From an optimization exercise on the open Yosys and OpenROAD flow, aimed at small area; shortcuts taken in it are not production practice.
RTL that was checked went through simulation tests only; none was proved equivalent to the original.
The RTL of runs 4 to 6 was laid out without a check of its function.
No activity file was given, so power comes from the tool's default toggle rates.

### flow/design.v
module axi4_master
(
    input  logic          clk,
    input  logic          arst,
    input  logic          io_interrupt,
    input  logic          i_write_req,
    input  logic          i_read_req,
    input  logic [ 31:0 ] i_addr,
    input  logic [ 63:0 ] i_write_data,
    input  logic [  7:0 ] i_axi_len,
    input  logic [  2:0 ] i_axi_size,
    input  logic [  1:0 ] i_axi_burst,
    input  logic [  7:0 ] i_axi_strb,
    output logic [ 63:0 ] o_read_data,
    output logic          o_axi_done,
    output logic          o_axi_handshake,
    input  logic          i_awready,
    output logic          o_awvalid,
    output logic [  3:0 ] o_awid,
    output logic [ 31:0 ] o_awaddr,
    output logic [  7:0 ] o_awlen,
    output logic [  2:0 ] o_awsize,
    output logic [  1:0 ] o_awburst,
    input  logic          i_wready,
    output logic          o_wvalid,
    output logic [ 63:0 ] o_wdata,
    output logic [  7:0 ] o_wstrb, 
    output logic          o_wlast,
    output logic          o_bready,
    input  logic          i_bvalid,
    input  logic [  3:0 ] i_bid,
    input  logic [  1:0 ] i_bresp,
    input  logic          i_arready,
    output logic          o_arvalid,
    output logic [  3:0 ] o_arid,
    output logic [ 31:0 ] o_araddr,
    output logic [  7:0 ] o_arlen,
    output logic [  2:0 ] o_arsize,
    output logic [  1:0 ] o_arburst,
    output logic          o_rready,
    input  logic          i_rvalid,
    input  logic [  3:0 ] i_rid, 
    input  logic [  1:0 ] i_rresp,
    input  logic [ 63:0 ] i_rdata,
    input  logic          i_rlast
);
    logic s_wlast;
    assign o_read_data = i_rdata;
    assign o_arlen     = i_axi_len;
    assign o_arsize    = i_axi_size;
    assign o_arburst   = i_axi_burst;
    assign o_awlen     = i_axi_len;
    assign o_awsize    = i_axi_size;
    assign o_awburst   = i_axi_burst;
    assign o_wdata     = i_write_data;
    typedef enum logic [ 2:0 ] {
        IDLE      = 3'b000,
        AW_WRITE  = 3'b001,
        WRITE     = 3'b010,
        BRESP     = 3'b011,
        AR_READ   = 3'b100,
        READ      = 3'b101
    } t_state;
    t_state PS;
    t_state NS;
    always_ff @( posedge clk, posedge arst ) begin 
        if ( arst ) begin
            PS <= IDLE;
        end
        else PS <= NS;
    end
    always_comb begin
        NS = PS;
        case ( PS )
            IDLE    : if ( i_write_req           ) NS = AW_WRITE;
                 else if ( i_read_req            ) NS = AR_READ;
            AW_WRITE: if ( o_awvalid & i_awready ) NS = WRITE;
            WRITE   : if ( o_wlast & i_wready    ) NS = BRESP;
            BRESP   : if ( i_bvalid & o_bready   ) NS = IDLE;
            AR_READ : if ( o_arvalid & i_arready ) NS = READ;
            READ    : if ( s_rlast               ) NS = IDLE;
            default : NS = PS;
        endcase
    end
    always_ff @( posedge clk, posedge arst ) begin
        if ( arst ) begin
            o_awvalid <= 1'b0;
            o_awid    <= '0;
            o_awaddr  <= '0;
            o_wvalid  <= 1'b0;
            o_wstrb   <= '0;
            o_bready  <= 1'b0;
            o_arvalid <= 1'b0;
            o_arid    <= '0;
            o_araddr  <= '0;
            o_rready  <= 1'b0;
        end
        else begin
            case ( PS )
                IDLE: begin
                    o_awvalid <= 1'b0;
                    o_awaddr  <= '0;
                    o_wvalid  <= 1'b0;
                    o_wstrb   <= i_axi_strb;
                    o_bready  <= 1'b0;
                    o_arvalid <= 1'b0;
                    o_araddr  <= '0;
                    o_rready  <= 1'b0;
                    if ( i_write_req ) begin
                        o_awvalid <= 1'b1;
                        o_awaddr  <= i_addr;
                    end
                    else if  ( i_read_req ) begin
                        o_arvalid <= 1'b1;
                        o_araddr  <= i_addr; 
                    end 
                end
                AW_WRITE: begin
                    if ( i_awready ) o_awvalid <= 1'b0;
                    o_wvalid  <= 1'b1;
                end 
                WRITE: begin
                    if ( o_wlast & i_wready ) begin
                        o_wvalid <= 1'b0;
                        o_bready <= 1'b1;
                    end
                end 
                BRESP: if ( i_bvalid ) begin 
                    o_bready <= 1'b0;
                    o_awid   <= o_awid + 4'b1;
                end
                AR_READ: begin
                    if ( i_arready ) o_arvalid <= 1'b0;
                    o_rready  <= 1'b1;
                end
                READ: if ( s_rlast ) begin
                    o_rready  <= 1'b0; 
                    o_arid    <= o_arid + 4'b1; 
                end
                default: begin
                    o_awvalid <= 1'b0;
                    o_awid    <= '0;
                    o_awaddr  <= '0;
                    o_wvalid  <= 1'b0;
                    o_wstrb   <= '0;
                    o_bready  <= 1'b0;
                    o_arvalid <= 1'b0;
                    o_arid    <= '0;
                    o_araddr  <= '0;
                    o_rready  <= 1'b0;
                end
            endcase
        end
    end
    logic [ 7:0 ] s_count;
    always_ff @( posedge clk ) begin
        if      (PS == AW_WRITE) s_count <= i_axi_len + 8'd0;
        else if (i_wready & o_wvalid) s_count <= s_count - 8'b1;
    end
    assign s_wlast = ( s_count == 8'b0 ) & ( PS == WRITE );
    assign o_wlast = s_wlast | ( ( i_axi_len == 8'b0 ) & ( PS == WRITE ) );
    assign o_axi_done = ( ( i_bvalid ) & ( i_bresp == 2'b0 ) & ( o_bready ) ) | ( ( s_rlast ) );
    assign o_axi_handshake = ( i_wready & o_wvalid ) | ( o_rready & i_rvalid );
    logic s_rlast;
    always_ff @( posedge clk ) begin
        s_rlast <= i_rlast;
    end
endmodule
### flow/run.sh
#!/bin/bash
# synth_recipe.tcl (not shown) runs the flow's synth.tcl, then flattens the netlist and writes it again
# the make line also repeats each setting of config.mk as NAME=value (left out here)
make -C /OpenROAD-flow-scripts/flow DESIGN_CONFIG=/design/flow/config.mk WORK_HOME=/design/flow/orfs CLKGATE_MAP_FILE= SYNTH_SCRIPT=/design/flow/synth_recipe.tcl finish
### flow/config.mk
export PLATFORM = sky130hd
export DESIGN_NAME = axi4_master
export DESIGN_NICKNAME = axi4_master
export VERILOG_FILES = /design/flow/design.v
export SDC_FILE = /design/flow/constraint.sdc
export NUM_CORES = 4
export LEC_CHECK = 0
export CAP_MARGIN = 20
export CORE_AREA = 5 5 175 175
export DIE_AREA = 0 0 180 180
export SLEW_MARGIN = 20
### flow/constraint.sdc
create_clock -name core_clock -period 5.0 [get_ports {clk}]
set_input_delay 1.0000 -clock core_clock [delete_from_list [all_inputs] [get_ports {clk}]]
set_output_delay 1.0000 -clock core_clock [all_outputs]
set_load 0.01 [all_outputs]
==> results of run 1 <==
registers in the layout, summed over array words and instances (netlist names):
name / count
o_arid: 4
s_rlast: 1
o_araddr: 32
PS: 3
o_awid: 4
o_rready: 1
o_arvalid: 1
o_bready: 1
o_awvalid: 1
o_wvalid: 1
s_count: 8
o_awaddr: 32
o_wstrb: 8
cells in the final DEF, fill, tap and decap left out, types with 2 or more instances in the layout:
cell type / synthesis / final
clkdlybuf4s50_1: 0 / 163
dfrtp_1: 88 / 88
a22o_1: 74 / 74
nand2_1: 22 / 22
o21ai_0: 16 / 16
inv_1: 15 / 14
a21oi_1: 13 / 12
nor2_1: 12 / 12
clkbuf_16: 0 / 9
o22ai_1: 8 / 8
buf_4: 154 / 8
edfxtp_1: 8 / 8
nor3_1: 5 / 4
ha_1: 4 / 4
nand3_1: 3 / 3
xnor2_1: 3 / 3
xor2_1: 3 / 3
nor3b_1: 3 / 3
nand2b_1: 2 / 2
a21o_1: 2 / 2
nor2b_1: 2 / 2
or4_1: 2 / 2
a22oi_1: 2 / 2
and3_1: 2 / 2
o31ai_1: 2 / 2
nor4_1: 2 / 2
bufinv_16: 0 / 2
inv_8: 0 / 2
clkinv_4: 0 / 2
worst reg2reg max path: cells and delay by family (launching register included):
| kind | cells | cell delay, ns |
|---|---|---|
| and+or+nand+nor | 2 | 1.60 |
| buffers and inverters | 1 | 0.28 |
| DFF | 1 | 0.51 |
| AOI/OAI and AO/OA | 1 | 0.26 |
how the worst max path moves through the flow:
| stage | start | to | slack, ns | depth (start not counted) |
|---|---|---|---|---|
| after CTS | i_axi_len[2] | o_wlast | 0.94 | 6 |
| final | i_axi_len[2] | o_wlast | 0.98 | 6 |
| after global placement | i_axi_len[2] | o_wlast | 0.96 | 6 |
| after floorplan | arst | PS[0]$_DFFE_PP0P_ | 1.72 | 1 |
| after global routing | i_axi_len[2] | o_wlast | 0.76 | 6 |
| after detailed placement | i_axi_len[2] | o_wlast | 0.95 | 6 |
layer usage:
metal / vias to the layer above / global-route usage (%) / routed length (µm)
met4: 0 / 4.48 / 585
li1: 1560 / - / -
met3: 57 / 3.98 / 1340
met5: - / 0 / 0
met2: 167 / 14.0 / 6710
met1: 1698 / 10.2 / 6120
synth_stat cells, drive strengths merged:
| cell type | count | share of area, % |
|---|---|---|
| a21o | 2 | 0.29 |
| a21oi | 13 | 1.3 |
| a22o | 74 | 12 |
| a22oi | 2 | 0.29 |
| a311o | 1 | 0.22 |
| a32o | 1 | 0.19 |
| and2 | 1 | 0.12 |
| and3 | 2 | 0.24 |
| and3b | 1 | 0.17 |
| buf | 165 | 23 |
| clkbuf | 14 | 1.0 |
| dfrtp | 88 | 42 |
| dfxtp | 1 | 0.39 |
| edfxtp | 8 | 4.6 |
| ha | 4 | 0.96 |
| inv | 15 | 1.1 |
| mux2 | 1 | 0.22 |
| mux2i | 1 | 0.19 |
| nand2 | 22 | 1.6 |
| nand2b | 2 | 0.24 |
| nand3 | 3 | 0.29 |
| nor2 | 12 | 0.87 |
| nor2b | 2 | 0.24 |
| nor3 | 5 | 0.48 |
| nor3b | 4 | 0.67 |
| nor4 | 2 | 0.24 |
| nor4b | 1 | 0.46 |
| o211a | 1 | 0.19 |
| o21a | 1 | 0.14 |
| o21ai | 17 | 1.7 |
| o22ai | 8 | 0.96 |
| o31ai | 2 | 0.29 |
| o32ai | 1 | 0.17 |
| o41ai | 1 | 0.17 |
| or3 | 1 | 0.12 |
| or4 | 3 | 0.51 |
| or4b | 1 | 0.19 |
| xnor2 | 3 | 0.51 |
| xor2 | 3 | 0.51 |
report_power, final:
group	internal [µW]	switching, µW
Clock	451	354
Sequential	1140	257
Combinational	900	776
Total	2490	1390
cell families after synthesis:
| logic type | synth area share, % |
|---|---|
| fa+ha+maj | 0.964 |
| simple gates | 6.43 |
| mux | 0.410 |
| buf+inv | 25.4 |
| xor+xnor | 1.01 |
| flops | 47.4 |
| compound gates | 18.4 |
per-stage QoR:
step	hold slack (ns)	total power, µW	worst slack (ns)
after floorplan	0.533	2340	1.72
after global placement	0.487	3100	0.961
after detailed placement	0.490	3110	0.949
after CTS	0.508	3960	0.945
after global routing	0.520	4140	0.763
final	0.508	3880	0.976
layout make-up:
cell class,count,share of cell area [%]
Clock buffer,9,3.49
Multi-Input combinational cell,198,22.1
Sequential cell,97,38.1
Inverter,15,0.892
Clock inverter,7,1.69
Timing Repair Buffer,171,26.2
Tap cell,384,7.44
==> flow_summary.ini, run 1 <==
[outcome]
status = finished clean

[sta]
post-route-min-period_ns = 4.02
slew_viol_final = 0
tightest_slew_ns = 1.05
max_freq_ghz = 0.249
rsz0062_at_grt = false
final.period_utilization_pct = 80.5
fin_skew_ns = 0.0118
setup_violations = 0
hold_violations = 0
tns_ns = 0
maxSlewHeadroom_pct = 29.6

[global_routing]
grt_use_total_pct = 8.86
antenna_found_initial = 0
grt_pass1_wl_um = 22600
grt.overflow.total = 0
grt_pass1_vias = 3796
grt_max_degree = 36

[critical_path]
cp.arrival_ns = 3.02
worst_r2r_endpoint = o_araddr[2]$_DFFE_PP0N_
rr_worst_depth = 4
max_stage_delay_ns = 0.61
crit_path_end_kind = output pin
r2r_start = PS[1]$_DFFE_PP0P_
rrSetupSlack_ns = 2.29
criticalPathCategory = primary input to output pin
path_buf_inv = 2
critPathLaunchType = primary input
crit_family = buffers and inverters
cp_slowest_cell = or4_1
path_cells = clkdlybuf4s50_1 > or4_1 > nor2_1 > nor2_1 > nor2_1 > clkdlybuf4s50_1
required_ns = 4.00
cpMostUsedCell = nor2_1
cp_max_fo = 4

[die]
ios = 446
die_h_um = 180
coreArea_um2 = 28600
initial_core_util_pct = 18.1
core.rowCount = 62
die_area_um2 = 32400
die_x_um = 180

[clock_network]
cts_sinks = 97
cts_hold_buffers = 0
cts_buffers = 9
cts_setup_buffers = 0
clkLatencyLatePin_ns = 0.36
clockRootBuffer = clkbuf_16
cts_resized = 0
htreeDepth = 3
clk_pin_slew_worst_paths_ns = 0.07
clk_path_buf_depth = 2
cts_tree = done

[synth]
syn-cell-area_um2 = 5190
synth.avg_cell_area_um2 = 10.6
yosysSeqAreaShare_pct = 47.4
synth_cell_type_count = 44
synth-seq-cells = 97
syn-num-nets = 697
syn_inst = 489
yosys_warnings = 1

[drt]
post-route-drc-count = 0
via_count = 3482
wl_um = 14800
drt_first_pass_iters = 4
dr.first_iter.drc_count = 128
via_per_inst = 3.95
wire_per_inst_um = 16.7
ant_nets = 0

[power_and_ir_drop]
p_leak_uw = 0.00266
ir_worst_vdd_uv = 244
power_density_nw_per_um2 = 601

[placed_design]
hpwl_um = 10300
portBuffers = 163
gp_congestion = 0.729
place_area_um2 = 6120
post-place-cells = 865

[final_layout]
final.fill_count = 3018
multi_input_area_um2 = 1430
num_antenna_cells = 0
final_cells = 881
fin_area_um2 = 6450
syn2layout_area_growth_pct = 24.3
fin_nets = 700
seq_area_um2 = 2460
drive_gt1_share_pct = 6.84
utilization_pct = 22.6

[hold_path]
hold_class = register to register
min_from = o_wstrb[5]$_DFFE_PP0N_
min_delay_worst_endpoint = o_wstrb[5]$_DFFE_PP0N_
min_path_cells = 1

[flow_run]
drv_cap = 0
==> run 2: changes to the inputs <==
==> flow/design.v (replaced) <==
module axi4_master
(
    input  logic          clk,
    input  logic          arst,
    input  logic          io_interrupt,
    input  logic          i_write_req,
    input  logic          i_read_req,
    input  logic [ 31:0 ] i_addr,
    input  logic [ 63:0 ] i_write_data,
    input  logic [  7:0 ] i_axi_len,
    input  logic [  2:0 ] i_axi_size,
    input  logic [  1:0 ] i_axi_burst,
    input  logic [  7:0 ] i_axi_strb,
    output logic [ 63:0 ] o_read_data,
    output logic          o_axi_done,
    output logic          o_axi_handshake,
    input  logic          i_awready,
    output logic          o_awvalid,
    output logic [  3:0 ] o_awid,
    output logic [ 31:0 ] o_awaddr,
    output logic [  7:0 ] o_awlen,
    output logic [  2:0 ] o_awsize,
    output logic [  1:0 ] o_awburst,
    input  logic          i_wready,
    output logic          o_wvalid,
    output logic [ 63:0 ] o_wdata,
    output logic [  7:0 ] o_wstrb, 
    output logic          o_wlast,
    output logic          o_bready,
    input  logic          i_bvalid,
    input  logic [  3:0 ] i_bid,
    input  logic [  1:0 ] i_bresp,
    input  logic          i_arready,
    output logic          o_arvalid,
    output logic [  3:0 ] o_arid,
    output logic [ 31:0 ] o_araddr,
    output logic [  7:0 ] o_arlen,
    output logic [  2:0 ] o_arsize,
    output logic [  1:0 ] o_arburst,
    output logic          o_rready,
    input  logic          i_rvalid,
    input  logic [  3:0 ] i_rid, 
    input  logic [  1:0 ] i_rresp,
    input  logic [ 63:0 ] i_rdata,
    input  logic          i_rlast
);
    assign o_read_data = i_rdata;
    assign o_arlen     = i_axi_len;
    assign o_arsize    = i_axi_size;
    assign o_arburst   = i_axi_burst;
    assign o_awlen     = i_axi_len;
    assign o_awsize    = i_axi_size;
    assign o_awburst   = i_axi_burst;
    assign o_wdata     = i_write_data;
    logic s_idle;
    logic s_write;
    logic s_read;
    logic s_rlast;
    logic [ 7:0 ] s_count;
    logic [ 31:0 ] s_addr;
    assign s_idle  = ~( o_awvalid | o_wvalid | o_bready | o_arvalid | o_rready );
    assign s_write = o_wvalid & ~o_awvalid;
    assign s_read  = o_rready & ~o_arvalid;
    always_ff @( posedge clk, posedge arst ) begin
        if ( arst ) begin
            o_awvalid <= 1'b0;
            o_wvalid  <= 1'b0;
            o_bready  <= 1'b0;
            o_arvalid <= 1'b0;
            o_rready  <= 1'b0;
            o_awid    <= '0;
            o_arid    <= '0;
        end
        else begin
            o_awvalid <= ( s_idle & i_write_req ) | ( o_awvalid & ~i_awready );
            o_arvalid <= ( s_idle & ~i_write_req & i_read_req ) | ( o_arvalid & ~i_arready );
            o_wvalid  <= o_awvalid | ( o_wvalid & ~( o_wlast & i_wready ) );
            o_bready  <= ( o_wlast & i_wready ) | ( o_bready & ~i_bvalid );
            o_rready  <= o_arvalid | ( o_rready & ~s_rlast );
            if ( o_bready & i_bvalid ) o_awid <= o_awid + 4'b1;
            if ( s_read & s_rlast    ) o_arid <= o_arid + 4'b1;
        end
    end
    always_ff @( posedge clk ) begin
        if ( s_idle ) begin
            s_addr  <= i_addr;
            o_wstrb <= i_axi_strb;
        end
    end
    assign o_awaddr = s_addr;
    assign o_araddr = s_addr;
    always_ff @( posedge clk ) begin
        if      ( o_awvalid           ) s_count <= i_axi_len;
        else if ( i_wready & o_wvalid ) s_count <= s_count - 8'b1;
    end
    assign o_wlast = s_write & ( s_count == 8'b0 );
    assign o_axi_done = ( ( i_bvalid ) & ( i_bresp == 2'b0 ) & ( o_bready ) ) | ( ( s_rlast ) );
    assign o_axi_handshake = ( i_wready & o_wvalid ) | ( o_rready & i_rvalid );
    always_ff @( posedge clk ) begin
        s_rlast <= i_rlast;
    end
endmodule
==> flow/flow/run.sh (new file) <==
#!/bin/bash
# Standard layout, with the port buffers made from the smallest buffer cell.
cp standard.sh standard.sh.txt
export BUFFER_PORTS_ARGS="-buffer_cell sky130_fd_sc_hd__buf_1"
bash standard.sh > standard.log 2>&1
==> flow/standard.sh (new file) <==
#!/bin/bash
# synth_recipe.tcl (not shown) runs the flow's synth.tcl, then flattens the netlist and writes it again
# the make line also repeats each setting of config.mk as NAME=value (left out here)
make -C /OpenROAD-flow-scripts/flow DESIGN_CONFIG=/design/flow/config.mk WORK_HOME=/design/flow/orfs CLKGATE_MAP_FILE= SYNTH_SCRIPT=/design/flow/synth_recipe.tcl "${@:-finish}"
removed: flow/run.sh
==> run 2 against run 1 <==
Effect of this change: via count shrank 43%; design area shrank 44%; total power is 49% lower; largest power group is now sequential cells; fmax rose by 47%.
==> flow_summary.ini, run 2 <==
[synth]
synth_edf_count = 48
synth_cell_type_count = 29
synthTopCellsByCount = 186 x buf_4, 48 x edfxtp_1, 13 x dfrtp_1, 11 x inv_1, 10 x nand2_1
syn-cell-area_um2 = 3690
syn-num-nets = 534
yosys_warnings = 1
yosysSeqAreaShare_pct = 48.4
async_flop_share_pct = 21.0
synth_top_area_cell = edfxtp_1
synth.top_cells.by_area = edfxtp_1 39%, buf_4 38%, dfrtp_1 8.8%, xnor2_1 1.7%, ha_1 1.4%
synth_top_area_share_pct = 39.1
synth.most_common_cell = buf_4
synth-seq-cells = 62
ys.flop_type = edfxtp_1
syn_inst = 326
synth.avg_cell_area_um2 = 11.3

[power_and_ir_drop]
power_density_nw_per_um2 = 544
ir_worst_vdd_uv = 216
p_leak_uw = 0.00118

[outcome]
status = finished clean

[clock_network]
clk_path_buf_depth = 2
clockRootBuffer = clkbuf_16
cts_buffers = 9
cts_sinks = 62
clk_pin_slew_worst_paths_ns = 0.05
cts_hold_buffers = 0
htreeDepth = 3
cts_resized = 0
clkLatencyLatePin_ns = 0.34
cts_tree = done
cts_setup_buffers = 0

[placed_design]
portBuffers = 163
place_area_um2 = 3390
post-place-cells = 687
gp_congestion = 0.641
hpwl_um = 7900

[critical_path]
crit_path_end_kind = output pin
crit_family = buffers and inverters
cpMostUsedCell = buf_1
required_ns = 4.00
cp_slowest_cell = o31ai_1
path_buf_inv = 2
cp_max_fo = 4
max_stage_delay_ns = 0.24
cp.arrival_ns = 1.74
critPathLaunchType = primary input
path_cells = buf_1 > nand2_1 > o31ai_1 > buf_1
criticalPathCategory = primary input to output pin

[global_routing]
grt_pass1_wl_um = 13600
grt_max_degree = 42
antenna_found_initial = 0
grt_pass1_vias = 1978
grt.overflow.total = 0
grt_use_total_pct = 5.97

[hold_path]
hold_class = register to register

[final_layout]
final_common_cell = buf_1
seq_area_um2 = 1790
most-common-layout-cells = 163 x buf_1, 48 x edfxtp_1, 13 x dfrtp_1, 11 x inv_1, 10 x nand2_1
multi_input_area_um2 = 457
regMostFlops = s_addr
final_cells = 703
reg.largest.list = s_addr x32, o_wstrb x8, s_count x8
fin_area_um2 = 3640
syn2layout_area_growth_pct = -1.19
fin_nets = 522
largest_reg_flops = 32
drive_gt1_share_pct = 5.02
final.fill_count = 3255
num_antenna_cells = 0

[drt]
post-route-drc-count = 0
ant_nets = 0
drt_first_pass_iters = 4
dr.first_iter.drc_count = 35
wire_per_inst_um = 14.1
via_count = 1992
wl_um = 9900
via_per_inst = 2.83

[sta]
tns_ns = 0
final.period_utilization_pct = 54.8
post-route-min-period_ns = 2.74
slew_viol_final = 0
fin_skew_ns = 0.0105
hold_violations = 0
setup_violations = 0
maxSlewHeadroom_pct = 59.0
tightest_slew_ns = 0.615
max_freq_ghz = 0.365
rsz0062_at_grt = false

[flow_run]
drv_cap = 0

[die]
initial_core_util_pct = 12.9
coreArea_um2 = 28600
ios = 446
core.rowCount = 62
die_h_um = 180
die_area_um2 = 32400
die_x_um = 180
[run 2: cell types whose count changed after synthesis, moves of 9 or more]
cell | before | now
buf_4 | 154 | 186
clkbuf_1 | 14 | 2
a22o_1 | 74 | 2
dfrtp_1 | 88 | 13
buf_2 | 9 | 0
o21ai_0 | 16 | 0
a21oi_1 | 13 | 0
edfxtp_1 | 8 | 48
nand2_1 | 22 | 10
[run 2: final cells by class]
cell class	count	area share, %
clock buffers	14	6.69
inverters	11	1.13
repair buffers	165	17.2
flip-flops and latches	62	49.0
multi-input cells	65	12.5
clock inverters	2	0.240
well taps	384	13.2
[run 2: path summary, 6_finish.rpt]
path | slack (ns) | cells after the start | to | startpoint
worst max-delay path | 2.26 | 4 | o_axi_done | i_bvalid
worst min-delay path | 0.47 | 1 | o_arid[3]$_DFFE_PP0P_ | o_arid[3]$_DFFE_PP0P_
worst max register to register | 2.97 | 3 | s_addr[15]$_DFFE_PN_ | o_wvalid$_DFF_PP0_
worst min register to register | 0.47 | 1 | o_arid[3]$_DFFE_PP0P_ | o_arid[3]$_DFFE_PP0P_
max in group asynchronous | 3.92 | 2 | o_arid[2]$_DFFE_PP0P_ | arst
min in group asynchronous | 0.69 | 2 | o_awid[0]$_DFFE_PP0P_ | arst
[run 2: metrics by stage]
stage / util, % / setup slack [ns] / power [µW] / hold WS [ns]
6_report: 12.7 / 2.26 / 1980 / 0.472
5_1_grt: 12.7 / 2.15 / 2130 / 0.508
4_1_cts: 12.7 / 2.22 / 2050 / 0.480
3_5_place_dp: 11.8 / 2.22 / 1450 / 0.473
3_3_place_gp: 11.8 / 2.24 / 1440 / 0.468
2_1_floorplan: - / 2.56 / 1390 / 0.471
[run 2: cell families after synthesis]
kind of cell,after synthesis,synth area share (%)
multiplexers,2,0.611
flip-flops,62,48.4
adder cells (fa/ha/maj),4,1.36
XOR/XNOR,9,2.14
buffers and inverters,199,39.2
AND/OR/NAND/NOR,34,5.19
AO/OA/AOI/OAI,16,3.09
[run 2: per-layer routing]
layer / vias up / GRT usage [%] / routed length (µm)
li1: 863 / - / -
met1: 894 / 5.96 / 3510
met2: 190 / 8.00 / 4090
met3: 45 / 5.34 / 1790
met4: 0 / 4.05 / 506
met5: - / 0 / 0
[run 2: report_power, final]
| group | switching [µW] | total, µW | leakage (µW) | internal [µW] |
|---|---|---|---|---|
| Clock | 230 | 564 | 0.000122 | 334 |
| Combinational | 349 | 539 | 0.000440 | 191 |
| Sequential | 112 | 878 | 0.000619 | 765 |
| Total | 691 | 1980 | 0.00118 | 1290 |
==> run 3: changes to the inputs <==
==> flow/run.sh (new file) <==
#!/bin/bash
# synth_recipe.tcl (not shown) runs the flow's synth.tcl, then flattens the netlist and writes it again
# the make line also repeats each setting of config.mk as NAME=value (left out here)
make -C /OpenROAD-flow-scripts/flow DESIGN_CONFIG=/design/flow/config.mk WORK_HOME=/design/flow/orfs CLKGATE_MAP_FILE= SYNTH_SCRIPT=/design/flow/synth_recipe.tcl finish
removed: flow/flow/run.sh
removed: flow/standard.sh
==> run 3 against run 2 <==
Effect of this change: worst hold slack improved by 0.0021 ns; still clean on timing, DRC and antenna; critical path type unchanged; count of clock-buffer cells in the layout fell by 4; largest cell class unchanged; total power rose by 18%; design area rose by 30%; global-route usage rose by 0.26 points; highest routed layer unchanged; sequential power barely moved; register-to-register slack improved by 0.03 ns.
==> flow_summary.ini, run 3 <==
[placed_design]
gp_congestion = 0.653
hpwl_um = 8050
post-place-cells = 687
portBuffers = 163

[drt]
wire_per_inst_um = 14.5
dr.first_iter.drc_count = 20
wl_um = 10200
drt_first_pass_iters = 4
post-route-drc-count = 0
via_count = 1994
via_per_inst = 2.84
ant_nets = 0

[critical_path]
criticalPathCategory = primary input to output pin
rr_worst_depth = 3
cpMostUsedCell = clkdlybuf4s50_1
path_cells = clkdlybuf4s50_1 > nand2_1 > o31ai_1 > clkdlybuf4s50_1
max_stage_delay_ns = 0.58
rrSetupSlack_ns = 3.00
required_ns = 4.00
r2r_start = o_wvalid$_DFF_PP0_
crit_path_end_kind = output pin
cp_max_fo = 4
critPathLaunchType = primary input
worst_r2r_endpoint = s_addr[16]$_DFFE_PN_
cp_slowest_cell = clkdlybuf4s50_1
path_buf_inv = 2
cp.arrival_ns = 2.54
crit_family = buffers and inverters

[sta]
finalHoldWorstSlack_ns = 0.474
setup_violations = 0
post-route-min-period_ns = 3.54
hold_violations = 0
max_freq_ghz = 0.282
tns_ns = 0
final.period_utilization_pct = 70.9
rsz0062_at_grt = false
slew_viol_final = 0
tightest_slew_ns = 0.623
fin_skew_ns = 0.00682
maxSlewHeadroom_pct = 58.5

[final_layout]
most-common-layout-cells = 163 x clkdlybuf4s50_1, 48 x edfxtp_1, 13 x dfrtp_1, 11 x inv_1, 10 x nand2_1
final_common_cell = clkdlybuf4s50_1
num_antenna_cells = 0
final_cells = 703
fin_nets = 522
regMostFlops = s_addr
utilization_pct = 16.5
reg.largest.list = s_addr x32, o_wstrb x8, s_count x8
syn2layout_area_growth_pct = 28.2
drive_gt1_share_pct = 6.58
largest_reg_flops = 32

[hold_path]
min_path_cells = 1
hold_class = register to register
min_delay_worst_endpoint = o_arid[3]$_DFFE_PP0P_
min_from = o_arid[3]$_DFFE_PP0P_

[global_routing]
grt.overflow.total = 0
grt_pass1_vias = 2165
grt_max_degree = 42
grt_pass1_wl_um = 14500
grt_use_total_pct = 6.22
antenna_found_initial = 0

[power_and_ir_drop]
p_leak_uw = 0.00165
pwr-share-comb_pct = 33.3
power_density_nw_per_um2 = 496
clockPowerShare_pct = 29.3
ir_worst_vdd_uv = 152
p_total_uw = 2350
intPower_uw = 1630
p_sw_uw = 716
sw_frac_of_total_pct = 30.5
pwr-share-seq_pct = 37.5

[clock_network]
cts_buffers = 9
cts_sinks = 62
clkLatencyLatePin_ns = 0.34
cts_resized = 0
htreeDepth = 3
clockRootBuffer = clkbuf_16
cts_hold_buffers = 0
cts_setup_buffers = 0
clk_path_buf_depth = 2
cts_tree = done
clk_pin_slew_worst_paths_ns = 0.06

[die]
die_x_um = 180
ios = 446
initial_core_util_pct = 12.9
coreArea_um2 = 28600
die_area_um2 = 32400
die_h_um = 180
core.rowCount = 62

[outcome]
status = finished clean

[synth]
yosys.area_share.simple_pct = 5.19
synth_top_area_cell = edfxtp_1
synthTopCellsByCount = 186 x buf_4, 48 x edfxtp_1, 13 x dfrtp_1, 11 x inv_1, 10 x nand2_1
synthAdderAreaFrac_pct = 1.36
ys.flop_type = edfxtp_1
synth_compound_area_share_pct = 3.09
synth_top_area_share_pct = 39.1
async_flop_share_pct = 21.0
syn-num-nets = 534
synth.avg_cell_area_um2 = 11.3
synth.top_cells.by_area = edfxtp_1 39%, buf_4 38%, dfrtp_1 8.8%, xnor2_1 1.7%, ha_1 1.4%
syn-cell-area_um2 = 3690
yosys_warnings = 1
synth_edf_count = 48
syn_inst = 326
synth_cell_type_count = 29
synthMuxAreaShare_pct = 0.611
yosysSeqAreaShare_pct = 48.4
synth-seq-cells = 62
synthXorXnorAreaFrac_pct = 2.14
synth_top_family_by_area = buffers and inverters
synth.most_common_cell = buf_4

[flow_run]
drv_cap = 0
[run 3: power groups by stage]
stage | logic (µW) | registers (µW) | clock network (µW)
after floorplan | 468 | 924 | 0
after global placement | 791 | 890 | 0
after detailed placement | 801 | 895 | 0
after CTS | 805 | 885 | 728
after global routing | 854 | 904 | 750
final | 781 | 879 | 687
[run 3: final cells by class]
type | instances | area [µm²]
clock inverter | 6 | 86.3
tap | 384 | 480
fill | 3142 | 23900
multi-input combinational | 65 | 457
timing repair buffer | 165 | 1650
inverter | 11 | 41.3
clock buffer | 10 | 229
sequential | 62 | 1790
[run 3: cell families (layout without fill, tap and decap cells)]
| logic type | Yosys count | in the layout |
|---|---|---|
| buffers and inverters | 199 | 192 |
| multiplexers | 2 | 2 |
| XOR/XNOR | 9 | 9 |
| flip-flops | 62 | 62 |
| AO/OA/AOI/OAI | 16 | 16 |
| AND/OR/NAND/NOR | 34 | 34 |
| adder cells (fa/ha/maj) | 4 | 4 |
[run 3: layer usage]
layer  track usage [%]  up-vias  part of all wire (%)
li1                  -      870                     -
met1              6.28      877                    37
met2              8.71      198                    42
met3              4.83       49                    16
met4              4.42        0                   5.3
met5                 0        -                     0
[run 3: worst max-delay path by stage]
stage,start,endpoint,cells after the start
3_5_place_dp,i_bvalid,o_axi_done,4
4_1_cts,i_bvalid,o_axi_done,4
3_3_place_gp,i_bvalid,o_axi_done,4
2_1_floorplan,i_bvalid,o_axi_done,2
6_report,i_bvalid,o_axi_done,4
5_1_grt,i_bvalid,o_axi_done,4
[run 3: metrics by stage]
stage | instance area (µm²) | setup WS, ns
finish | 4730 | 1.46
global route | 4730 | 1.40
CTS | 4730 | 1.44
detailed placement | 4410 | 1.45
global placement | 4410 | 1.45
floorplan | 3690 | 2.56
==> run 4: changes to the inputs <==
--- a/flow/design.v
+++ b/flow/design.v
@@ -83,15 +83,17 @@
     end
     always_ff @( posedge clk ) begin
-        if ( s_idle ) begin
-            s_addr  <= i_addr;
-            o_wstrb <= i_axi_strb;
-        end
+        if ( s_idle ) o_wstrb <= i_axi_strb;
+    end
+    always_ff @( posedge clk ) begin
+        if ( s_idle ) s_addr[ 31:8 ] <= i_addr[ 31:8 ];
+    end
+    always_ff @( posedge clk ) begin
+        if      ( s_idle                ) s_addr[ 7:0 ] <= i_addr[ 7:0 ];
+        else if ( o_awvalid & i_awready ) s_addr[ 7:0 ] <= i_axi_len;
+        else if ( i_wready & o_wvalid   ) s_addr[ 7:0 ] <= s_addr[ 7:0 ] - 8'b1;
     end
     assign o_awaddr = s_addr;
     assign o_araddr = s_addr;
-    always_ff @( posedge clk ) begin
-        if      ( o_awvalid           ) s_count <= i_axi_len;
-        else if ( i_wready & o_wvalid ) s_count <= s_count - 8'b1;
-    end
+    assign s_count  = s_addr[ 7:0 ];
     assign o_wlast = s_write & ( s_count == 8'b0 );
     assign o_axi_done = ( ( i_bvalid ) & ( i_bresp == 2'b0 ) & ( o_bready ) ) | ( ( s_rlast ) );
==> flow/flow/run.sh (new file) <==
#!/bin/bash
# Standard layout, with the port buffers made from the smallest buffer cell.
cp standard.sh standard.sh.txt
export BUFFER_PORTS_ARGS="-buffer_cell sky130_fd_sc_hd__buf_1"
bash standard.sh > standard.log 2>&1
==> flow/standard.sh (new file) <==
#!/bin/bash
# synth_recipe.tcl (not shown) runs the flow's synth.tcl, then flattens the netlist and writes it again
# the make line also repeats each setting of config.mk as NAME=value (left out here)
make -C /OpenROAD-flow-scripts/flow DESIGN_CONFIG=/design/flow/config.mk WORK_HOME=/design/flow/orfs CLKGATE_MAP_FILE= SYNTH_SCRIPT=/design/flow/synth_recipe.tcl "${@:-finish}"
--- a/flow/config.mk
+++ b/flow/config.mk
@@ -8,4 +8,5 @@
 export CAP_MARGIN = 20
 export CORE_AREA = 5 5 175 175
+export CTS_BUF_LIST = sky130_fd_sc_hd__clkbuf_8
 export DIE_AREA = 0 0 180 180
 export SLEW_MARGIN = 20
removed: flow/run.sh
==> run 4 against run 3 <==
Effect of this change: routed wire length up 0.89%; via count is 2.7% higher; critical path depth stayed put; clock power decreased by 65%; still clean; die area unchanged; sequential power is 16% lower; largest cell class unchanged; critical endpoint is now o_wlast; worst hold slack improved by 0.0070 ns; non-clock buffer count did not move; fmax rose by 10%.
==> flow_summary.ini, run 4 <==
[die]
coreArea_um2 = 28600
die_h_um = 180
ios = 446
die_area_um2 = 32400
core.rowCount = 62
initial_core_util_pct = 12.3
die_x_um = 180

[clock_network]
cts_hold_buffers = 0
cts_tree = done
cts_sinks = 54
htreeDepth = 2
clk_pin_slew_worst_paths_ns = 0.10
clockRootBuffer = clkbuf_8
cts_resized = 0
cts_buffers = 5
clkLatencyLatePin_ns = 0.32
clk_path_buf_depth = 2
cts_setup_buffers = 0

[synth]
synth.most_common_cell = buf_4
synth_edf_count = 40
synth_top_area_cell = buf_4
syn-num-nets = 541
ys.flop_type = edfxtp_1
synth.avg_cell_area_um2 = 10.5
async_flop_share_pct = 24.1
syn-cell-area_um2 = 3510
syn_inst = 333
synth-seq-cells = 54
synth.top_cells.by_area = buf_4 40%, edfxtp_1 34%, dfrtp_1 9.3%, xnor2_1 2.2%, nand2_1 1.9%
synthTopCellsByCount = 186 x buf_4, 40 x edfxtp_1, 18 x nand2_1, 13 x dfrtp_1
yosysSeqAreaShare_pct = 44.0
yosys_warnings = 1
synth_top_area_share_pct = 39.8
synth_cell_type_count = 29

[drt]
via_per_inst = 2.92
post-route-drc-count = 0
wl_um = 10300
dr.first_iter.drc_count = 68
via_count = 2048
drt_first_pass_iters = 4
ant_nets = 0
wire_per_inst_um = 14.6

[sta]
finalHoldWorstSlack_ns = 0.482
post-route-min-period_ns = 3.22
fin_skew_ns = 0.0168
slew_viol_final = 0
max_freq_ghz = 0.310
setup_violations = 0
maxSlewHeadroom_pct = 65.6
hold_violations = 0
tns_ns = 0
tightest_slew_ns = 0.515
final.period_utilization_pct = 64.4
rsz0062_at_grt = false

[critical_path]
r2r_start = o_awvalid$_DFF_PP0_
path_depth = 4
path_buf_inv = 1
rr_worst_depth = 6
max_stage_delay_ns = 0.63
critPathLaunchType = register
required_ns = 4.00
criticalPathCategory = register to output pin
rrSetupSlack_ns = 2.96
crit_path_end_kind = output pin
path_cells = or4_4 > nor4_4 > and2_2 > buf_1
crit_family = simple AND/OR/NAND/NOR gates
cp.arrival_ns = 2.22
cp_slowest_cell = or4_4
cp_max_fo = 5
worst_r2r_endpoint = s_addr[6]$_DFFE_PP_

[global_routing]
grt_use_total_pct = 6.10
globalRouteMet2Util_pct = 10.1
grt.overflow.total = 0
grt_pass1_vias = 2110
grtUsageMet3_pct = 4.14
grt.met1_usage_pct = 5.42
grt_busiest_layer = met2
grt_pass1_wl_um = 14200
antenna_found_initial = 2
grt_max_degree = 39

[hold_path]
min_delay_worst_endpoint = o_arid[3]$_DFFE_PP0P_
min_from = o_arid[3]$_DFFE_PP0P_
hold_class = register to register
min_path_cells = 1

[final_layout]
fin_area_um2 = 3300
reg.largest.list = s_addr x32, o_wstrb x8
drive_gt1_share_pct = 4.10
fin_nets = 525
regMostFlops = s_addr
largest_reg_flops = 32
syn2layout_area_growth_pct = -6.13
most-common-layout-cells = 163 x buf_1, 40 x edfxtp_1, 18 x nand2_1, 13 x dfrtp_1
final_common_cell = buf_1

[power_and_ir_drop]
p_leak_uw = 0.00101
power_density_nw_per_um2 = 437
p_total_uw = 1440
ir_worst_vdd_uv = 74.0

[placed_design]
place_area_um2 = 3210
hpwl_um = 8660
portBuffers = 163
gp_congestion = 0.733

[outcome]
status = finished clean

[flow_run]
drv_cap = 0
run 4: cell count changes in the layout (fill, tap and decap cells not counted), sizes merged, moves of 5 or more:
cell and delta:
a21oi +7, edfxtp -8, clkbuf -5, clkdlybuf4s50 -163, buf +163, nand2 +8
run 4: cells by family (layout without fill, tap and decap cells):
kind of cell             after synthesis  count (layout)  share of synthesized area [%]
buffers and inverters                198             182                           41.1
flip-flops                            54              54                           44.0
AND/OR/NAND/NOR                       40              40                           6.31
AO/OA/AOI/OAI                         25              25                           4.06
XOR/XNOR                              11              11                           2.74
adder cells (fa/ha/maj)                4               4                           1.43
multiplexers                           1               1                          0.321
other                                  0               1                              0
run 4: how the worst max path moves through the flow:
stage                          to                start
after floorplan           o_wlast  s_addr[4]$_DFFE_PP_
after global placement    o_wlast  s_addr[4]$_DFFE_PP_
after detailed placement  o_wlast  s_addr[4]$_DFFE_PP_
after CTS                 o_wlast  s_addr[4]$_DFFE_PP_
after global routing      o_wlast  s_addr[4]$_DFFE_PP_
final                     o_wlast  s_addr[4]$_DFFE_PP_
run 4: report_power, final:
group          total, µW  switching, µW  internal, µW
Sequential           738            118           620
Combinational        466            295           171
Clock                238            143          94.4
Total               1440            557           885
run 4: per-stage QoR:
stage,setup WS (ns),util (%),cells
2_1_floorplan,2.48,-,333
4_1_cts,1.64,11.5,701
3_5_place_dp,2.02,11.2,694
5_1_grt,1.61,11.5,701
6_report,1.78,11.5,702
3_3_place_gp,2.04,11.2,694
run 4: routing by layer:
layer,up-vias,part of all wire [%]
met3,62,16
met4,2,5.6
met5,-,0.13
li1,867,-
met2,207,46
met1,910,32
run 4: final cells by class:
type	instances	area, µm²
Tap cell	384	480
Inverter	10	37.5
Antenna cell	1	2.50
Clock inverter	2	11.3
Multi-Input combinational cell	81	522
Fill cell	3307	25300
Timing Repair Buffer	165	627
Clock buffer	5	68.8
Sequential cell	54	1550
==> run 5: changes to the inputs <==
--- a/flow/config.mk
+++ b/flow/config.mk
@@ -7,6 +7,6 @@
 export LEC_CHECK = 0
 export CAP_MARGIN = 20
-export CORE_AREA = 5 5 175 175
-export CTS_BUF_LIST = sky130_fd_sc_hd__clkbuf_8
-export DIE_AREA = 0 0 180 180
+export CORE_AREA = 5 5 95 95
+export CTS_BUF_LIST = sky130_fd_sc_hd__clkbuf_4
+export DIE_AREA = 0 0 100 100
 export SLEW_MARGIN = 20
==> run 5 against run 4 <==
Effect of this change: the run now fails in 3_2_place_iop; synthesized area unchanged; synthesized cell count unchanged.
==> flow_summary.ini, run 5 <==
[synth]
synth.most_common_cell = buf_4
synth_top_area_cell = buf_4
async_flop_share_pct = 24.1
synth_top_family_by_area = buffers and inverters
syn-cell-area_um2 = 3510
yosys_warnings = 1
synth-seq-cells = 54
synth.top_cells.by_area = buf_4 40%, edfxtp_1 34%, dfrtp_1 9.3%, xnor2_1 2.2%, nand2_1 1.9%
synth_compound_area_share_pct = 4.06
yosysSeqAreaShare_pct = 44.0
synth_cell_type_count = 29
ys.flop_type = edfxtp_1
syn_inst = 333
synthMuxAreaShare_pct = 0.321
synthTopCellsByCount = 186 x buf_4, 40 x edfxtp_1, 18 x nand2_1, 13 x dfrtp_1
yosys.area_share.simple_pct = 6.31
synthAdderAreaFrac_pct = 1.43
synth_edf_count = 40
synth.avg_cell_area_um2 = 10.5
synth_top_area_share_pct = 39.8
syn-num-nets = 541
synthXorXnorAreaFrac_pct = 2.74

[die]
die_h_um = 100
core.rowCount = 32
die_x_um = 100
initial_core_util_pct = 45.0

[outcome]
failed_stage = 3_2_place_iop
first-error = [ERROR PPL-0024] Number of IO pins (446) exceeds maximum number of available positions (354). Increase the die perimeter from 400.00um to 606.56um.
status = aborted with a tool error
## run 5: cell counts after synthesis
Identical to the previous run, type by type.
## run 5: kinds of logic after synthesis
kind of cell | Yosys count
xor gates and xnor gates | 11
muxes | 1
buffers and inverters | 198
DFF | 54
and+or+nand+nor | 40
adders and majority gates | 4
AOI/OAI and AO/OA | 25
==> run 6: changes to the inputs <==
--- a/flow/config.mk
+++ b/flow/config.mk
@@ -7,6 +7,6 @@
 export LEC_CHECK = 0
 export CAP_MARGIN = 20
-export CORE_AREA = 5 5 95 95
+export CORE_AREA = 5 5 115 115
 export CTS_BUF_LIST = sky130_fd_sc_hd__clkbuf_4
-export DIE_AREA = 0 0 100 100
+export DIE_AREA = 0 0 120 120
 export SLEW_MARGIN = 20
==> run 6 against run 5 <==
Effect of this change: the run again fails in 3_2_place_iop; synthesized cell count unchanged; synthesized area unchanged.
==> flow_summary.ini, run 6 <==
[outcome]
status = aborted with a tool error
failed_stage = 3_2_place_iop
first-error = [ERROR PPL-0024] Number of IO pins (446) exceeds maximum number of available positions (426). Increase the die perimeter from 480.00um to 606.56um.

[synth]
yosysSeqAreaShare_pct = 44.0
synth_cell_type_count = 29
ys.flop_type = edfxtp_1
yosys_warnings = 1
syn_inst = 333
synth.top_cells.by_area = buf_4 40%, edfxtp_1 34%, dfrtp_1 9.3%, xnor2_1 2.2%, nand2_1 1.9%
synth.avg_cell_area_um2 = 10.5
synth_edf_count = 40
synth.most_common_cell = buf_4
async_flop_share_pct = 24.1
syn-num-nets = 541
synth_top_area_cell = buf_4
synth_top_area_share_pct = 39.8
syn-cell-area_um2 = 3510
synth-seq-cells = 54
synthTopCellsByCount = 186 x buf_4, 40 x edfxtp_1, 18 x nand2_1, 13 x dfrtp_1

[die]
core.rowCount = 40
die_x_um = 120
die_h_um = 120
initial_core_util_pct = 29.4
run 6: logic make-up after synthesis:
kind of cell | Yosys count | share of synthesized area (%)
compound gates | 25 | 4.06
xor+xnor | 11 | 2.74
fa+ha+maj | 4 | 1.43
buf+inv | 198 | 41.1
flops | 54 | 44.0
mux | 1 | 0.321
simple gates | 40 | 6.31
==> run 7: changes to the inputs <==
--- a/flow/design.v
+++ b/flow/design.v
@@ -53,31 +53,33 @@
     assign o_awburst   = i_axi_burst;
     assign o_wdata     = i_write_data;
+    logic s_w;
+    logic s_a;
+    logic s_d;
     logic s_idle;
     logic s_write;
-    logic s_read;
     logic s_rlast;
     logic [ 7:0 ] s_count;
     logic [ 31:0 ] s_addr;
-    assign s_idle  = ~( o_awvalid | o_wvalid | o_bready | o_arvalid | o_rready );
-    assign s_write = o_wvalid & ~o_awvalid;
-    assign s_read  = o_rready & ~o_arvalid;
+    assign s_idle    = ~( s_w | s_a | s_d );
+    assign s_write   = s_w & ~s_a & s_d;
+    assign o_awvalid = s_w & s_a;
+    assign o_wvalid  = s_w & s_d;
+    assign o_bready  = s_w & ~s_a & ~s_d;
+    assign o_arvalid = ~s_w & s_a;
+    assign o_rready  = ~s_w & s_d;
     always_ff @( posedge clk, posedge arst ) begin
         if ( arst ) begin
-            o_awvalid <= 1'b0;
-            o_wvalid  <= 1'b0;
-            o_bready  <= 1'b0;
-            o_arvalid <= 1'b0;
-            o_rready  <= 1'b0;
-            o_awid    <= '0;
-            o_arid    <= '0;
+            s_w    <= 1'b0;
+            s_a    <= 1'b0;
+            s_d    <= 1'b0;
+            o_awid <= '0;
+            o_arid <= '0;
         end
         else begin
-            o_awvalid <= ( s_idle & i_write_req ) | ( o_awvalid & ~i_awready );
-            o_arvalid <= ( s_idle & ~i_write_req & i_read_req ) | ( o_arvalid & ~i_arready );
-            o_wvalid  <= o_awvalid | ( o_wvalid & ~( o_wlast & i_wready ) );
-            o_bready  <= ( o_wlast & i_wready ) | ( o_bready & ~i_bvalid );
-            o_rready  <= o_arvalid | ( o_rready & ~s_rlast );
-            if ( o_bready & i_bvalid ) o_awid <= o_awid + 4'b1;
-            if ( s_read & s_rlast    ) o_arid <= o_arid + 4'b1;
+            s_w <= ( s_idle & i_write_req ) | ( s_w & ~( o_bready & i_bvalid ) );
+            s_a <= ( s_idle & ( i_write_req | i_read_req ) ) | ( s_a & ~( s_w ? i_awready : i_arready ) );
+            s_d <= s_a | ( s_d & ~( s_w ? ( o_wlast & i_wready ) : s_rlast ) );
+            if ( o_bready & i_bvalid          ) o_awid <= o_awid + 4'b1;
+            if ( o_rready & ~s_a & s_rlast    ) o_arid <= o_arid + 4'b1;
         end
     end
--- a/flow/config.mk
+++ b/flow/config.mk
@@ -7,6 +7,6 @@
 export LEC_CHECK = 0
 export CAP_MARGIN = 20
-export CORE_AREA = 5 5 115 115
-export CTS_BUF_LIST = sky130_fd_sc_hd__clkbuf_4
-export DIE_AREA = 0 0 120 120
+export CORE_AREA = 5 5 175 175
+export CTS_BUF_LIST = sky130_fd_sc_hd__clkbuf_8
+export DIE_AREA = 0 0 180 180
 export SLEW_MARGIN = 20
==> run 7 against run 6 <==
Effect of this change: synthesized area grew 0.18%; synthesized cell count unchanged; now clean on timing, DRC and antenna.
==> flow_summary.ini, run 7 <==
[hold_path]
min_from = o_arid[3]$_DFFE_PP0P_
hold_class = register to register
min_path_cells = 1

[drt]
wl_um = 9830
drt_first_pass_iters = 4
ant_nets = 0
post-route-drc-count = 0
via_count = 1963
wire_per_inst_um = 14.1
wl_met2_um = 4140
highest_layer = met4
met1_length_um = 3790
via_per_inst = 2.81
dr_wl_met3_um = 1280
dr.first_iter.drc_count = 56

[die]
die_x_um = 180
coreArea_um2 = 28600
die_h_um = 180
core.rowCount = 62
initial_core_util_pct = 12.3
die_area_um2 = 32400
ios = 446

[critical_path]
crit_path_end_kind = output pin
rr_worst_depth = 4
r2r_start = s_a$_DFF_PP0_
required_ns = 4.00
critPathLaunchType = register
cp_max_fo = 5
startpoint = s_addr[4]$_DFFE_PP_
cp.arrival_ns = 1.97
criticalPathCategory = register to output pin

[placed_design]
pre_cts_ws_ns = 2.24
post-place-cells = 690
gp_congestion = 0.713
portBuffers = 163
hpwl_um = 7930

[sta]
setup_slack_ns = 2.03
max_freq_ghz = 0.337
maxSlewHeadroom_pct = 54.6
hold_violations = 0
setup_violations = 0
finalHoldWorstSlack_ns = 0.485
rsz0062_at_grt = false
final.period_utilization_pct = 59.3
post-route-min-period_ns = 2.97
tns_ns = 0
slew_viol_final = 0
tightest_slew_ns = 0.680
fin_skew_ns = 0.0208

[synth]
synth_cell_type_count = 36
syn-num-nets = 541
synth_edf_count = 40
synth.most_common_cell = buf_4
synth.top_cells.by_area = buf_4 40%, edfxtp_1 34%, dfrtp_1 7.8%, xor2_1 1.5%, ha_1 1.4%
ys.flop_type = edfxtp_1
synth.avg_cell_area_um2 = 10.6
synthTopCellsByCount = 186 x buf_4, 40 x edfxtp_1, 13 x nand2_1, 11 x dfrtp_1, 9 x nor2_1
syn-cell-area_um2 = 3520
yosysSeqAreaShare_pct = 42.5
yosys_warnings = 1
synth_top_area_cell = buf_4
syn_inst = 333
synth_top_area_share_pct = 39.7
synth-seq-cells = 52
async_flop_share_pct = 21.2

[final_layout]
most-common-layout-cells = 163 x buf_1, 40 x edfxtp_1, 13 x nand2_1, 11 x dfrtp_1, 9 x nor2_1
largest_reg_flops = 32
syn2layout_area_growth_pct = -7.11
regMostFlops = s_addr
final_common_cell = buf_1
fin_nets = 521
final_cells = 698
num_antenna_cells = 0
reg.largest.list = s_addr x32, o_wstrb x8
drive_gt1_share_pct = 3.82

[clock_network]
clk_path_buf_depth = 2
cts_buffers = 5
clkLatencyLatePin_ns = 0.33
clk_pin_slew_worst_paths_ns = 0.12
cts_resized = 0
cts_tree = done
cts_setup_buffers = 0
cts_sinks = 52
htreeDepth = 2
cts_hold_buffers = 0
clockRootBuffer = clkbuf_8

[power_and_ir_drop]
p_leak_uw = 0.00101
ir_worst_vdd_uv = 152
power_density_nw_per_um2 = 524

[global_routing]
grt_pass1_vias = 1908
grt.overflow.total = 0
grt_pass1_wl_um = 13400
antenna_found_initial = 0
grt_max_degree = 40
grt_use_total_pct = 5.78

[outcome]
status = finished clean

[flow_run]
drv_cap = 0
==> run 7: changes by cell type after synthesis, moves of 3 or more <==
cell     delta
nand3_1     -3
and2_1      +3
inv_1       -7
nand2_1     -5
xor2_1      +4
nor2_1      +3
mux2i_1     +3
xnor2_1     -4
==> run 7: stage by stage <==
step / instance area (µm²) / total power, µW / util (%)
floorplan: 3520 / 1390 / -
global placement: 3180 / 1490 / 11.1
detailed placement: 3180 / 1500 / 11.1
CTS: 3270 / 1780 / 11.4
global route: 3270 / 1870 / 11.4
finish: 3270 / 1710 / 11.4
==> run 7: report_power, final <==
part           total, µW  internal [µW]  switching [µW]  leakage [µW]
logic                655            231             424      0.000453
clock network        263           96.1             167     0.0000430
registers            793            651             142      0.000512
total               1710            978             733       0.00101
==> run 7: path summary, 6_finish.rpt <==
check / slack [ns] / to
max: 2.03 / o_wlast
max reg2reg: 2.50 / s_addr[2]$_DFFE_PP_
min: 0.48 / o_arid[3]$_DFFE_PP0P_
max in group asynchronous: 4.02 / s_w$_DFF_PP0_
min reg2reg: 0.48 / o_arid[3]$_DFFE_PP0P_
min in group asynchronous: 0.64 / o_awid[1]$_DFFE_PP0P_
==> run 7: logic make-up after synthesis <==
logic type | count (synthesis) | share of synthesized area, %
muxes | 5 | 1.49
adders and majority gates | 4 | 1.42
and+or+nand+nor | 45 | 6.76
xor gates and xnor gates | 11 | 2.74
AOI/OAI and AO/OA | 21 | 3.49
buffers and inverters | 195 | 41.6
DFF | 52 | 42.5
==> run 7: worst max-delay path: stages (launching register included) <==
cell      delay [ns]
edfxtp_1        0.49
nor4_2          0.50
nand3_1         0.22
nor3b_1         0.24
buf_1           0.18
==> run 7: area by class of cell <==
| type | instances | area, µm² |
|---|---|---|
| clock buffers | 5 | 68.8 |
| clock inverters | 3 | 15.0 |
| fillers | 3299 | 25400 |
| inverters | 4 | 27.5 |
| multi-input cells | 86 | 559 |
| flip-flops and latches | 52 | 1500 |
| well taps | 384 | 480 |
| repair buffers | 164 | 619 |
==> run 7: layer usage <==
metal,vias to the layer above,global-route usage [%]
li1,862,-
met1,859,6.23
met2,191,8.42
met3,51,3.33
met4,0,4.18
met5,-,0
==> run 8: changes to the inputs <==
==> flow/flow/run.sh (replaced) <==
#!/bin/bash
# Standard layout with: port buffers of the smallest buffer cell, logic cells downsized after
# placement, and a clock tree built from one buffer size without dummy loads.
export BUFFER_PORTS_ARGS="-buffer_cell sky130_fd_sc_hd__buf_1"
export POST_RESIZE_TCL=$PWD/flow/downsize.tcl
export CTS_ARGS="-sink_clustering_enable -repair_clock_nets -buf_list sky130_fd_sc_hd__clkbuf_8 -dont_use_dummy_load"
bash standard.sh > standard.log 2>&1
==> flow/flow/downsize.tcl (new file) <==
# Swap each logic cell for the smallest-area cell of the same function (same name, lowest drive),
# then let repair_design fix any slew or capacitance limit this breaks.
proc my_downsize {} {
  set db [ord::get_db]
  set block [ord::get_db_block]
  set n 0
  foreach inst [$block getInsts] {
    set master [$inst getMaster]
    set name [$master getName]
    if {![regexp {^(sky130_fd_sc_hd__[a-z0-9]+)_([0-9]+)$} $name -> base drive]} { continue }
    if {[regexp {clkbuf|clkinv|clkdly|dly|tap|fill|decap|conb|diode} $base]} { continue }
    if {[$inst isFixed]} { continue }
    set best $master
    set best_area [expr {[$master getWidth] * [$master getHeight]}]
    foreach d {0 1 2 4} {
      set m [$db findMaster ${base}_$d]
      if {$m eq "NULL" || $m eq ""} { continue }
      set a [expr {[$m getWidth] * [$m getHeight]}]
      if {$a < $best_area} { set best $m; set best_area $a }
    }
    if {$best ne $master} {
      replace_cell [$inst getName] [$best getName]
      incr n
    }
  }
  puts "my_downsize: replaced $n cells"
}
my_downsize
estimate_parasitics -placement
repair_design
report_worst_slack -max
report_worst_slack -min
==> run 8 against run 7 <==
Effect of this change: count of clock-buffer cells in the layout stayed put; register-to-register slack worse by 0.21 ns; design area is 1.1% lower; worst hold slack hardly changed; flip-flop and latch count stayed put; fmax is 6.0% lower; via count is 0.51% lower; non-clock buffer count stayed put; routed wire length hardly changed; total power is 1.6% lower; clock skew is 0.0016 ns higher.
==> flow_summary.ini, run 8 <==
[outcome]
status = finished clean

[sta]
post-route-min-period_ns = 3.16
maxSlewHeadroom_pct = 49.4
final.period_utilization_pct = 63.1
tns_ns = 0
setup_violations = 0
fin_skew_ns = 0.0223
max_freq_ghz = 0.317
slew_viol_final = 0
tightest_slew_ns = 0.760
setup_slack_ns = 1.84
hold_violations = 0
rsz0062_at_grt = false

[placed_design]
hpwl_um = 7920
pre_cts_ws_ns = 1.98
gp_congestion = 0.713
portBuffers = 163

[clock_network]
cts_setup_buffers = 0
clk_path_buf_depth = 2
cts_resized = 0
clk_pin_slew_worst_paths_ns = 0.12
cts_hold_buffers = 0
clkLatencyLatePin_ns = 0.33
htreeDepth = 2
cts_sinks = 52
cts_buffers = 5
cts_tree = done
clockRootBuffer = clkbuf_8

[final_layout]
num_antenna_cells = 0
drive_gt1_share_pct = 1.93
largest_reg_flops = 32
final.fill_count = 3296
fin_nets = 521
most-common-layout-cells = 164 x buf_1, 40 x edfxtp_1, 13 x nand2_1, 11 x dfrtp_1, 10 x nor2_1
syn2layout_area_growth_pct = -8.15
reg.largest.list = s_addr x32, o_wstrb x8
regMostFlops = s_addr
seq_area_um2 = 1500
multi_input_area_um2 = 542
final_common_cell = buf_1

[die]
core.rowCount = 62
die_h_um = 180
die_x_um = 180
coreArea_um2 = 28600
die_area_um2 = 32400
initial_core_util_pct = 12.3
ios = 446

[synth]
synthAdderAreaFrac_pct = 1.42
synth_top_family_by_area = buffers and inverters
synth-seq-cells = 52
synth_compound_area_share_pct = 3.49
synthXorXnorAreaFrac_pct = 2.74
yosys.area_share.simple_pct = 6.76
synth.top_cells.by_area = buf_4 40%, edfxtp_1 34%, dfrtp_1 7.8%, xor2_1 1.5%, ha_1 1.4%
syn-num-nets = 541
yosysSeqAreaShare_pct = 42.5
synth_top_area_share_pct = 39.7
synthMuxAreaShare_pct = 1.49
syn-cell-area_um2 = 3520
synth_edf_count = 40
async_flop_share_pct = 21.2
synthTopCellsByCount = 186 x buf_4, 40 x edfxtp_1, 13 x nand2_1, 11 x dfrtp_1, 9 x nor2_1
synth_cell_type_count = 36
synth_top_area_cell = buf_4
ys.flop_type = edfxtp_1
yosys_warnings = 1
synth.avg_cell_area_um2 = 10.6
synth.most_common_cell = buf_4
syn_inst = 333

[drt]
post-route-drc-count = 0
via_count = 1953
wl_um = 9830
ant_nets = 0
via_per_inst = 2.81
wire_per_inst_um = 14.1
dr.first_iter.drc_count = 48
drt_first_pass_iters = 4

[global_routing]
grt_pass1_vias = 1955
grt_use_total_pct = 5.82
grt_pass1_wl_um = 13500
grt_max_degree = 40
grt.overflow.total = 0
antenna_found_initial = 0

[power_and_ir_drop]
ir_worst_vdd_uv = 142
power_density_nw_per_um2 = 521
p_leak_uw = 0.000994

[critical_path]
cp.arrival_ns = 2.16
crit_path_end_kind = output pin
required_ns = 4.00
criticalPathCategory = register to output pin
cp_max_fo = 7
critPathLaunchType = register

[hold_path]
hold_class = register to register

[flow_run]
drv_cap = 0
-- run 8: per-stage QoR --
step / cell area [µm²] / power (µW) / instances / hold WS (ns) / util, %
CTS: 3230 / 1750 / 695 / 0.486 / 11.3
finish: 3230 / 1680 / 695 / 0.484 / 11.3
global placement: 3180 / 1490 / 690 / 0.460 / 11.1
detailed placement: 3160 / 1480 / 690 / 0.469 / 11.0
global route: 3230 / 1840 / 695 / 0.513 / 11.3
floorplan: 3520 / 1390 / 333 / 0.508 / -
-- run 8: cell type report --
cell class                      instances  share of cell area, %
Timing Repair Buffer                  164                   19.1
Inverter                                4                  0.852
Clock buffer                            5                   2.13
Sequential cell                        52                   46.3
Tap cell                              384                   14.9
Multi-Input combinational cell         86                   16.8
-- run 8: worst max-delay path, stage by stage, from the launching register on --
cell and delay, ns:
edfxtp_1 0.52, nor4_1 0.63, nand3_1 0.26, nor3b_1 0.24
buf_1 0.18
-- run 8: logic make-up (layout without fill, tap and decap cells) --
logic type,after synthesis,after routing
buffers and inverters,195,173
AND/OR/NAND/NOR,45,45
AO/OA/AOI/OAI,21,21
XOR/XNOR,11,11
multiplexers,5,5
adder cells (fa/ha/maj),4,4
flip-flops,52,52
-- run 8: final timing paths --
kind / start / end / slack (ns) / cells past startpoint
max: s_addr[2]$_DFFE_PP_ / o_wlast / 1.84 / 4
min: o_arid[3]$_DFFE_PP0P_ / o_arid[3]$_DFFE_PP0P_ / 0.48 / 1
max reg2reg: s_a$_DFF_PP0_ / s_addr[2]$_DFFE_PP_ / 2.29 / 4
min reg2reg: o_arid[3]$_DFFE_PP0P_ / o_arid[3]$_DFFE_PP0P_ / 0.48 / 1
max in group asynchronous: arst / s_d$_DFF_PP0_ / 4.02 / 2
min in group asynchronous: arst / o_awid[1]$_DFFE_PP0P_ / 0.64 / 2
-- run 8: power by group --
part	internal, µW	leakage, µW	total (µW)	switching, µW
logic	223	0.000447	649	425
registers	651	0.000512	790	139
clock network	91.4	0.0000359	246	154
-- run 8: layer usage --
layer | track usage, % | vias up | part of all wire, % | wire [µm]
li1 | - | 863 | - | -
met1 | 6.25 | 845 | 39 | 3800
met2 | 8.53 | 194 | 42 | 4100
met3 | 3.38 | 51 | 13 | 1310
met4 | 4.18 | 0 | 6.3 | 622
met5 | 0 | - | 0 | 0
==> run 9: changes to the inputs <==
--- a/flow/flow/downsize.tcl
+++ b/flow/flow/downsize.tcl
@@ -9,5 +9,5 @@
     set name [$master getName]
     if {![regexp {^(sky130_fd_sc_hd__[a-z0-9]+)_([0-9]+)$} $name -> base drive]} { continue }
-    if {[regexp {clkbuf|clkinv|clkdly|dly|tap|fill|decap|conb|diode} $base]} { continue }
+    if {[regexp {clkdly|dly|tap|fill|decap|conb|diode} $base]} { continue }
     if {[$inst isFixed]} { continue }
     set best $master
==> run 9 against run 8 <==
Effect of this change: still clean on timing, DRC and antenna; sequential share of layout area rose by 0.18 points; count of clock-buffer cells in the layout did not move; combinational power fell by 1%; via count rose by 1.7%; die area did not move; non-clock buffer count did not move; sequential power barely moved; register-to-register slack got worse by 0.24 ns; routed wire length fell by 0.11%; largest cell class unchanged; largest power group unchanged.
==> flow_summary.ini, run 9 <==
[die]
die_x_um = 180
coreArea_um2 = 28600
ios = 446
core.rowCount = 62
die_h_um = 180
die_area_um2 = 32400
initial_core_util_pct = 12.3

[critical_path]
rr_worst_depth = 4
cp_max_fo = 7
criticalPathCategory = register to output pin
required_ns = 4.00
critPathLaunchType = register
crit_path_end_kind = output pin
cp.arrival_ns = 2.16

[synth]
synth_top_area_cell = buf_4
yosys_warnings = 1
syn_inst = 333
synth_edf_count = 40
synth.most_common_cell = buf_4
synth.avg_cell_area_um2 = 10.6
synth-seq-cells = 52
synthMuxAreaShare_pct = 1.49
syn-num-nets = 541
syn-cell-area_um2 = 3520
yosysSeqAreaShare_pct = 42.5
synthXorXnorAreaFrac_pct = 2.74
synth_top_family_by_area = buffers and inverters
synthAdderAreaFrac_pct = 1.42
synth_top_area_share_pct = 39.7
synth_compound_area_share_pct = 3.49
yosys.area_share.simple_pct = 6.76
async_flop_share_pct = 21.2
ys.flop_type = edfxtp_1
synthTopCellsByCount = 186 x buf_4, 40 x edfxtp_1, 13 x nand2_1, 11 x dfrtp_1, 9 x nor2_1
synth_cell_type_count = 36
synth.top_cells.by_area = buf_4 40%, edfxtp_1 34%, dfrtp_1 7.8%, xor2_1 1.5%, ha_1 1.4%

[placed_design]
pre_cts_ws_ns = 1.83
portBuffers = 163
gp_congestion = 0.713
hpwl_um = 7930

[sta]
slew_viol_final = 0
hold_violations = 0
setup_violations = 0
fin_skew_ns = 0.0200
tns_ns = 0
final.period_utilization_pct = 63.3
maxSlewHeadroom_pct = 42.2
post-route-min-period_ns = 3.16
finalHoldWorstSlack_ns = 0.484
tightest_slew_ns = 0.867
rsz0062_at_grt = false
max_freq_ghz = 0.316
setup_slack_ns = 1.84

[drt]
via_per_inst = 2.86
dr.first_iter.drc_count = 70
ant_nets = 0
via_count = 1986
wl_um = 9820
drt_first_pass_iters = 4
post-route-drc-count = 0
wire_per_inst_um = 14.1

[final_layout]
utilization_pct = 11.2
regMostFlops = s_addr
most-common-layout-cells = 164 x buf_1, 40 x edfxtp_1, 13 x nand2_1, 11 x dfrtp_1, 10 x nor2_1
drive_gt1_share_pct = 1.93
num_antenna_cells = 0
multi_input_area_um2 = 542
final_common_cell = buf_1
fin_nets = 521
seq_area_um2 = 1500
largest_reg_flops = 32
reg.largest.list = s_addr x32, o_wstrb x8
syn2layout_area_growth_pct = -8.50
final.fill_count = 3314

[global_routing]
grt_pass1_wl_um = 13600
grt_use_total_pct = 5.85
grt_max_degree = 40
grt.overflow.total = 0
grt_pass1_vias = 1959
antenna_found_initial = 0

[hold_path]
min_path_cells = 1
hold_class = register to register

[power_and_ir_drop]
ir_worst_vdd_uv = 143
p_total_uw = 1680
power_density_nw_per_um2 = 522
p_leak_uw = 0.000993

[clock_network]
clk_pin_slew_worst_paths_ns = 0.12
cts_resized = 0
clkLatencyLatePin_ns = 0.33
clockRootBuffer = clkbuf_8
cts_sinks = 52
cts_buffers = 5
clk_path_buf_depth = 2
cts_setup_buffers = 0
cts_tree = done
cts_hold_buffers = 0
htreeDepth = 2

[flow_run]
drv_cap = 0

[outcome]
status = finished clean
==> run 9: final cells by class <==
type,instances,area share (%)
clock buffer,5,2.14
timing repair buffer,164,19.1
tap,384,14.9
sequential,52,46.5
multi-input combinational,86,16.8
inverter,4,0.467
==> run 9: layer usage <==
layer	part of all wire, %	track usage, %	up-vias
met2	42	8.59	197
li1	-	-	864
met1	38	6.33	874
met3	13	3.31	51
met4	6.3	4.18	0
met5	0	0	-
==> run 9: logic make-up after synthesis <==
group                    Yosys count
flip-flops                        52
AND/OR/NAND/NOR                   45
buffers and inverters            195
adder cells (fa/ha/maj)            4
XOR/XNOR                          11
AO/OA/AOI/OAI                     21
multiplexers                       5
==> run 9: worst paths after layout <==
check / slack, ns / end / start
min in group asynchronous: 0.65 / o_awid[1]$_DFFE_PP0P_ / arst
hold / removal: 0.48 / o_arid[3]$_DFFE_PP0P_ / o_arid[3]$_DFFE_PP0P_
hold reg to reg: 0.48 / o_arid[3]$_DFFE_PP0P_ / o_arid[3]$_DFFE_PP0P_
setup reg to reg: 2.05 / s_addr[2]$_DFFE_PP_ / s_a$_DFF_PP0_
max in group asynchronous: 4.02 / s_w$_DFF_PP0_ / arst
setup / recovery: 1.84 / o_wlast / s_addr[2]$_DFFE_PP_
==> run 9: stage by stage <==
step,std cells,cell area (µm²)
floorplan,333,3520
detailed placement,690,3150
finish,695,3220
global route,695,3220
global placement,690,3180
CTS,695,3220
==> run 9: where the power goes <==
group | total [µW] | switching, µW | internal, µW | leakage, µW
registers | 790 | 138 | 652 | 0.000512
clock network | 246 | 155 | 91.4 | 0.0000359
logic | 642 | 421 | 221 | 0.000445
==> run 9: worst max-delay path: stages (launching register included) <==
cell	delay (ns)
edfxtp_1	0.52
nor4_1	0.64
nand3_1	0.26
nor3b_1	0.24
buf_1	0.19

-- what the ideal ports hide --
The flow's constraints put no driver on any port. The routed layouts listed below were extracted and timed again, unchanged, in two steps.
Step 1 assumes that a clkbuf_16 drives the clock port and a buf_2 every other input.
Step 2, shift: input delay + t, output delay - t, t = (earliest + latest rising clock arrival at the registers) / 2. This alone moves slack from input paths to output paths.
Three values: ideal, step 1, step 2; two values: the first two.
| run | shift t [ns] | setup WS [ns] |
|---|---|---|
| run 1 | 0.389 | 0.976 / 0.951 / 0.951 |
| run 2 | 0.370 | 2.260 / 2.235 / 2.235 |
| run 3 | 0.369 | 1.457 / 1.431 / 1.431 |
| run 4 | 0.350 | 1.779 / 1.741 / 2.091 |
| run 7 | 0.357 | 2.033 / 1.995 / 2.265 |
| run 8 | 0.354 | 1.843 / 1.807 / 2.161 |
| run 9 | 0.354 | 1.837 / 1.801 / 2.049 |
After both steps every run listed still meets setup and hold.
